This is an optimization exercise on Yosys and OpenROAD, whose aim is small area, a short achievable clock period and few clock cycles per item, not a production implementation. No functional check of the RTL was part of this run.

==> flow/run.sh <==
#!/bin/bash
# The standard layout (standard.sh, unchanged synthesis) with these optimisation knobs:
#  - port buffers are buf_1 cells (buffer_ports' own pick is a larger delay cell)
#  - optional: sizing may change a cell's footprint (FOOTPRINT=0)
# standard.sh's output goes to standard.log here; ORFS's own logs stay under orfs/logs.
export SETUP_SLACK_MARGIN=7
export BUFFER_PORTS_ARGS="-buffer_cell sky130_fd_sc_hd__buf_1"
bash standard.sh MATCH_CELL_FOOTPRINT=0 finish > standard.log 2>&1
==> standard.sh <==
#!/bin/bash
# synth_recipe.tcl (not shown) runs the flow's synth.tcl, then flattens the netlist and writes it again
# the make line also repeats each setting of config.mk as NAME=value (left out here)
make -C /OpenROAD-flow-scripts/flow DESIGN_CONFIG=/design/flow/config.mk WORK_HOME=/design/flow/orfs CLKGATE_MAP_FILE= SYNTH_SCRIPT=/design/flow/synth_recipe.tcl "${@:-finish}"
==> config.mk <==
export PLATFORM = sky130hd
export DESIGN_NAME = CompDiv
export DESIGN_NICKNAME = CompDiv
export VERILOG_FILES = /design/flow/design.v
export SDC_FILE = /design/flow/constraint.sdc
export NUM_CORES = 4
export LEC_CHECK = 0
export CAP_MARGIN = 20
export CORE_MARGIN = 2
export CORE_UTILIZATION = 60
export SLEW_MARGIN = 20
==> constraint.sdc <==
create_clock -name core_clock -period 10.0 [get_ports {clk}]
set_input_delay 2.0000 -clock core_clock [delete_from_list [all_inputs] [get_ports {clk}]]
set_output_delay 2.0000 -clock core_clock [all_outputs]
set_load 0.01 [all_outputs]
==> design.v <==
module CompDiv(
	input [31:0] Divisor_input,
	input [31:0] Dividend_input,
	input run,
	input rst,
	input clk,
	output ready,
	output [31:0] Quotient_output,
	output [31:0] Remainder_output
	);
	reg al, it, done;
	wire idle = ~(al | it | done);
	reg [4:0] cnt;
	reg [2:0] ia, ib;
	reg [31:0] R, Q, D;
	assign ready = done;
	assign Quotient_output = Q;
	assign Remainder_output = R;
	wire [2:0] ia_in, ib_in;
	Lead8 la(.x(Dividend_input), .i(ia_in));
	Lead8 lb(.x(Divisor_input), .i(ib_in));
	wire [31:0] diff;
	wire ge;
	SubBK sub(.a(R), .b(D), .d(diff), .nb(ge));
	wire b0 = ~|D;
	wire [3:0] na = R[4*(7-ia) +: 4];
	wire [3:0] nb = D[4*(7-ib) +: 4];
	wire [1:0] fa, fb;
	Clz4 ca(.x(na), .z(fa));
	Clz4 cb(.x(nb), .z(fb));
	wire [2:0] di = ib - ia;			 
	wire [2:0] df = {1'b0, fb} - {1'b0, fa};	 
	wire [4:0] d = {di, 2'b00} + {{2{df[2]}}, df};
	wire [2:0] ci = di;
	reg [2:0] fs;	 
	always @(*) begin
		case ({fb, fa})
			4'b00_00, 4'b01_01, 4'b10_10, 4'b11_11: fs = 3'd3;
			4'b00_01, 4'b01_10, 4'b10_11: fs = 3'd2;
			4'b00_10, 4'b01_11: fs = 3'd1;
			4'b00_11: fs = 3'd0;
			4'b01_00, 4'b10_01, 4'b11_10: fs = 3'd4;
			4'b10_00, 4'b11_01: fs = 3'd5;
			default: fs = 3'd6;
		endcase
	end
	wire [31:0] c0 = ci[0] ? {D[27:0], 4'b0} : D;
	wire [31:0] c1 = ci[1] ? {c0[23:0], 8'b0} : c0;
	wire [31:0] c2 = ci[2] ? {c1[15:0], 16'b0} : c1;
	wire [34:0] t0 = {3'b000, c2};
	wire [34:0] t1 = fs[0] ? {t0[33:0], 1'b0} : t0;
	wire [34:0] t2 = fs[1] ? {t1[32:0], 2'b0} : t1;
	wire [34:0] t3 = fs[2] ? {t2[30:0], 4'b0} : t2;
	always @(posedge clk or posedge rst) begin
		if (rst) begin
			al <= 1'b0;
			it <= 1'b0;
			done <= 1'b0;
		end else begin
			al <= idle & run;
			it <= (al & ge & ~b0) | (it & (cnt != 5'd0));
			done <= done | (al & (~ge | b0)) | (it & (cnt == 5'd0));
		end
	end
	always @(posedge clk) begin
		ia <= ia_in;	 
		ib <= ib_in;
		if (idle) D <= Divisor_input;
		else if (al) D <= t3[34:3];
		else D <= {1'b0, D[31:1]};
		if (al) cnt <= d;
		else cnt <= cnt - 5'd1;
		if (idle) R <= Dividend_input;
		else if (it & ge) R <= diff;
		if (al) Q <= {32{b0}};
		else if (it) Q <= {Q[30:0], ge};
	end
endmodule
module Lead8(input [31:0] x, output [2:0] i);
	wire [7:0] nz;
	genvar k;
	generate for (k = 0; k < 8; k = k + 1) begin : g
		assign nz[k] = |x[4*k+3:4*k];
	end endgenerate
	assign i[2] = ~|nz[7:4];
	assign i[1] = i[2] ? ~|nz[3:2] : ~|nz[7:6];
	assign i[0] = i[2] ? (i[1] ? ~nz[1] : ~nz[3]) : (i[1] ? ~nz[5] : ~nz[7]);
endmodule
module Clz4(input [3:0] x, output [1:0] z);
	assign z[1] = ~|x[3:2];
	assign z[0] = z[1] ? ~x[1] : ~x[3];
endmodule
module SubBK(input [31:0] a, input [31:0] b, output [31:0] d, output nb);
	wire [31:0] p = ~(a ^ b);
	wire [31:0] g0 = a & ~b;
	wire [31:0] gi = {g0[31:1], g0[0] | p[0]};
	wire [31:0] g [0:9];
	wire [31:0] q [0:9];
	assign g[0] = gi;
	assign q[0] = p;
	genvar l, i;
	generate
		for (l = 0; l < 5; l = l + 1) begin : up
			for (i = 0; i < 32; i = i + 1) begin : b
				if ((i + 1) % (2 << l) == 0) begin : n
					assign g[l+1][i] = g[l][i] | (q[l][i] & g[l][i - (1 << l)]);
					assign q[l+1][i] = q[l][i] & q[l][i - (1 << l)];
				end else begin : t
					assign g[l+1][i] = g[l][i];
					assign q[l+1][i] = q[l][i];
				end
			end
		end
		for (l = 3; l >= 0; l = l - 1) begin : dn
			for (i = 0; i < 32; i = i + 1) begin : b
				if ((i + 1) % (2 << l) == (1 << l) && i >= (2 << l)) begin : n
					assign g[9-l][i] = g[8-l][i] | (q[8-l][i] & g[8-l][i - (1 << l)]);
					assign q[9-l][i] = q[8-l][i] & q[8-l][i - (1 << l)];
				end else begin : t
					assign g[9-l][i] = g[8-l][i];
					assign q[9-l][i] = q[8-l][i];
				end
			end
		end
	endgenerate
	wire [31:0] c = {g[9][30:0], 1'b1};
	assign d = p ^ c;
	assign nb = g[9][31];
endmodule
==> impl_metrics.toml <==
[setup_path]
start_kind = "flop"
cp_max_fo = 6
crit_type = "flop to flop"
path_cells = "mux4_2 -> mux2i_4 -> or2b_1 -> nand3_1 -> o21ai_1 -> o21a_2 -> inv_2 -> ha_4 -> inv_2 -> o2bb2ai_4 -> or3_4 -> mux2i_1 -> mux2_2 -> o21ai_1"
cp_slowest_stage_delay_ps = 520
ff2ff_path_depth = 14
cp_slowest_cell = "mux4_2"
cp.arrival_ps = 3650
cp.buffers_inverters = 2
cp-end-kind = "flop"
crit_family = "multiplexers"
crit_cells = 14
cp.required_ps = 10230

[die]
die_area_sq_um = 15200
die_h_microns = 123
coreArea_sq_um = 13900
start_util_pct = 61.3
io_pins = 132
die_w_microns = 123
rows = 43

[finish]
nFillCells = 885
drive_gt1_share_pct = 29.7
area_delta_synth_final_pct = 30.4
multi_input_area_sq_um = 5870
final_common_cell = "buf_1"
nNetsFinal = 1203
register_area_sq_um = 2920
final_cell_mix = "buf_1 (120), nand2_1 (87), inv_1 (76)"

[timing]
worstMarginPinSlew_ps = 1030
slew_violations = 0
rsz0062_at_grt = "yes"
fin_skew_ps = 9.85
fin_ws_ps = 6580
setup_viol = 0
post-route-min-period_ps = 3420
finalSetupTns_ps = 0
timing.final.hold_violations = 0
fin_crit_sh_pct = 34.2
relSlewSlack_pct = 31.5
fmax_mhz = 293

[synth]
syn_avg_cell_area_sq_um = 9.60
ys_warn_count = 2
syn_nets = 1011
syn_inst = 887
ys_seq_area_share_pct = 33.6
synth_cell_types = 77
synth_edf_count = 64
syn_area_sq_um = 8510
synth_flop_cell = "edfxtp_1"
synth_async_sr_flop_share_pct = 2.73
ys_ff_latch = 110

[routing]
first_iter_violations = 991
wl_per_cell_microns = 24.2
vias_per_cell = 6.73
totalWireLength_microns = 30700
drc = 0
vias = 8510
drtAntennaViolNets = 0
first_pass_iters = 5

[global_routing]
grt_pass1_vias = 8048
grtUsageTotal_pct = 39.1
overflow = 0
grt_pass1_wl_microns = 44400
grt_max_degree = 57
antenna_found_initial = 0

[clock_tree]
clk_pin_slew_worst_paths_ps = 80
cts-root-buf = "clkbuf_16"
clock_latency_ps = 380
cts.sinks = 110
numCtsBuffers = 9
h-tree-depth = 3
tritoncts = "done"
clock_path_buffers = 2

[worst_hold_path]
hold_class = "flop to flop"
hold_depth = 1

[placed_design]
port_buffers = 131
gp_congestion = 1.04
place_ws_ps = 6130
hpwlAfterDp_microns = 18400

[status]
status = "no timing/DRC/antenna violations"

[run]
timing.max_cap.violations = 0
-- metal layers --
metal  track usage [%]  vias to the layer above  routed length (microns)
met5                 0                        -                        0
met4              21.7                        0                     1640
met3              9.87                      129                     3560
met2              59.1                      624                    13900
met1              51.4                     4088                    11500
li1                  -                     3669                        -
-- cell usage after synthesis (all sizes together), types with 10 or more instances --
master	count	area share [%]
nand2	92	4.1
inv	84	3.7
o21ai	81	4.8
mux2i	73	8.8
edfxtp	64	23
nor2	51	2.2
dfxtp	43	10
a21oi	42	2.5
ha	38	5.6
clkbuf	35	1.5
a22oi	25	2.2
mux4	24	6.4
mux2	23	3.3
nor4	20	1.5
fa	19	4.5
xnor2	19	2.0
buf	17	1.5
nor3	11	0.65
o221ai	10	1.0
-- kinds of logic after synthesis --
group                      Yosys count  synth area share [%]
muxes                              120                  18.5
adders and majority gates           57                  10.1
AOI/OAI and AO/OA                  224                  16.8
xor gates and xnor gates            22                  2.60
and+or+nand+nor                    217                  11.8
DFF                                110                  33.6
buffers and inverters              137                  6.74
-- timing repair --
item                       4_1_cts  5_1_grt
cloned                          11        2
setup endpoints to repair      106      118
setup buffers                   55       27
pin swaps                       38       25
resized for setup              166       82
hold buffers                     0        0
-- area by class of cell --
type / count / area share [%]
repair buffers: 223 / 13.0
diodes: 1 / 0.0225
flip-flops and latches: 110 / 26.3
clock buffers: 9 / 2.03
inverters: 85 / 3.04
multi-input cells: 650 / 52.9
well taps: 180 / 2.03
clock inverters: 7 / 0.676
-- flip-flops by register name, indices dropped and copies added, names as in the netlist --
name,cells
done,1
R,32
cnt,5
it,1
Q,32
ib,3
ia,3
al,1
D,32
-- worst reg2reg max path, stage by stage (launching register included) --
cell	delay [ps]
edfxtp_1	460
mux4_2	520
mux2i_4	170
or2b_1	120
nand3_1	70
o21ai_1	100
o21a_2	190
inv_2	60
ha_4	260
inv_2	40
o2bb2ai_4	180
or3_4	470
mux2i_1	350
mux2_2	240
o21ai_1	60
-- worst paths after layout --
| kind | from | to | slack (ps) |
|---|---|---|---|
| max | R[5] | D[17] | 6580 |
| min | cnt[0] | cnt[0] | 490 |
| max reg2reg | R[5] | D[17] | 6580 |
| min reg2reg | cnt[0] | cnt[0] | 490 |
| max in group asynchronous | rst | done | 8400 |
| min in group asynchronous | rst | it | 1460 |
-- through the flow --
step / instance area [sq um] / instances / hold slack [ps] / util, %
floorplan: 8550 / 887 / 435 / -
global placement: 9050 / 1152 / 458 / 65.2
detailed placement: 9050 / 1152 / 463 / 65.2
CTS: 10500 / 1234 / 490 / 75.3
global route: 11100 / 1264 / 511 / 80.0
finish: 11100 / 1265 / 491 / 80.0

-- afterwards: timing with drivers on the ports --
In the flow no input, the clock included, has a driving cell. The finished layout below was timed again as built, in two steps. Step 1 sets driving cells, clkbuf_16 on the clock port and buf_2 on the other inputs (assumed; they add their load-dependent delay and slew). Step 2, shift: input delay + t, output delay - t, t = (earliest + latest rising clock arrival at the registers) / 2. This alone moves slack from input paths to output paths. Slacks: ideal / step 1 / step 2; pairs: ideal / step 1.
shift t [ns]: 0.417
slack for setup (ns): 6.583 / 6.583 / 6.583
worst hold slack (ns): 0.491 / 0.491 / 0.491
worst setup path after step 2: register to register
worst register clock-pin slew, ns: 0.08 / 0.08
After both steps setup and hold are still met in this run. The setup slack of this run moves by 0.000 ns with the drivers and by 0.000 ns with both steps.
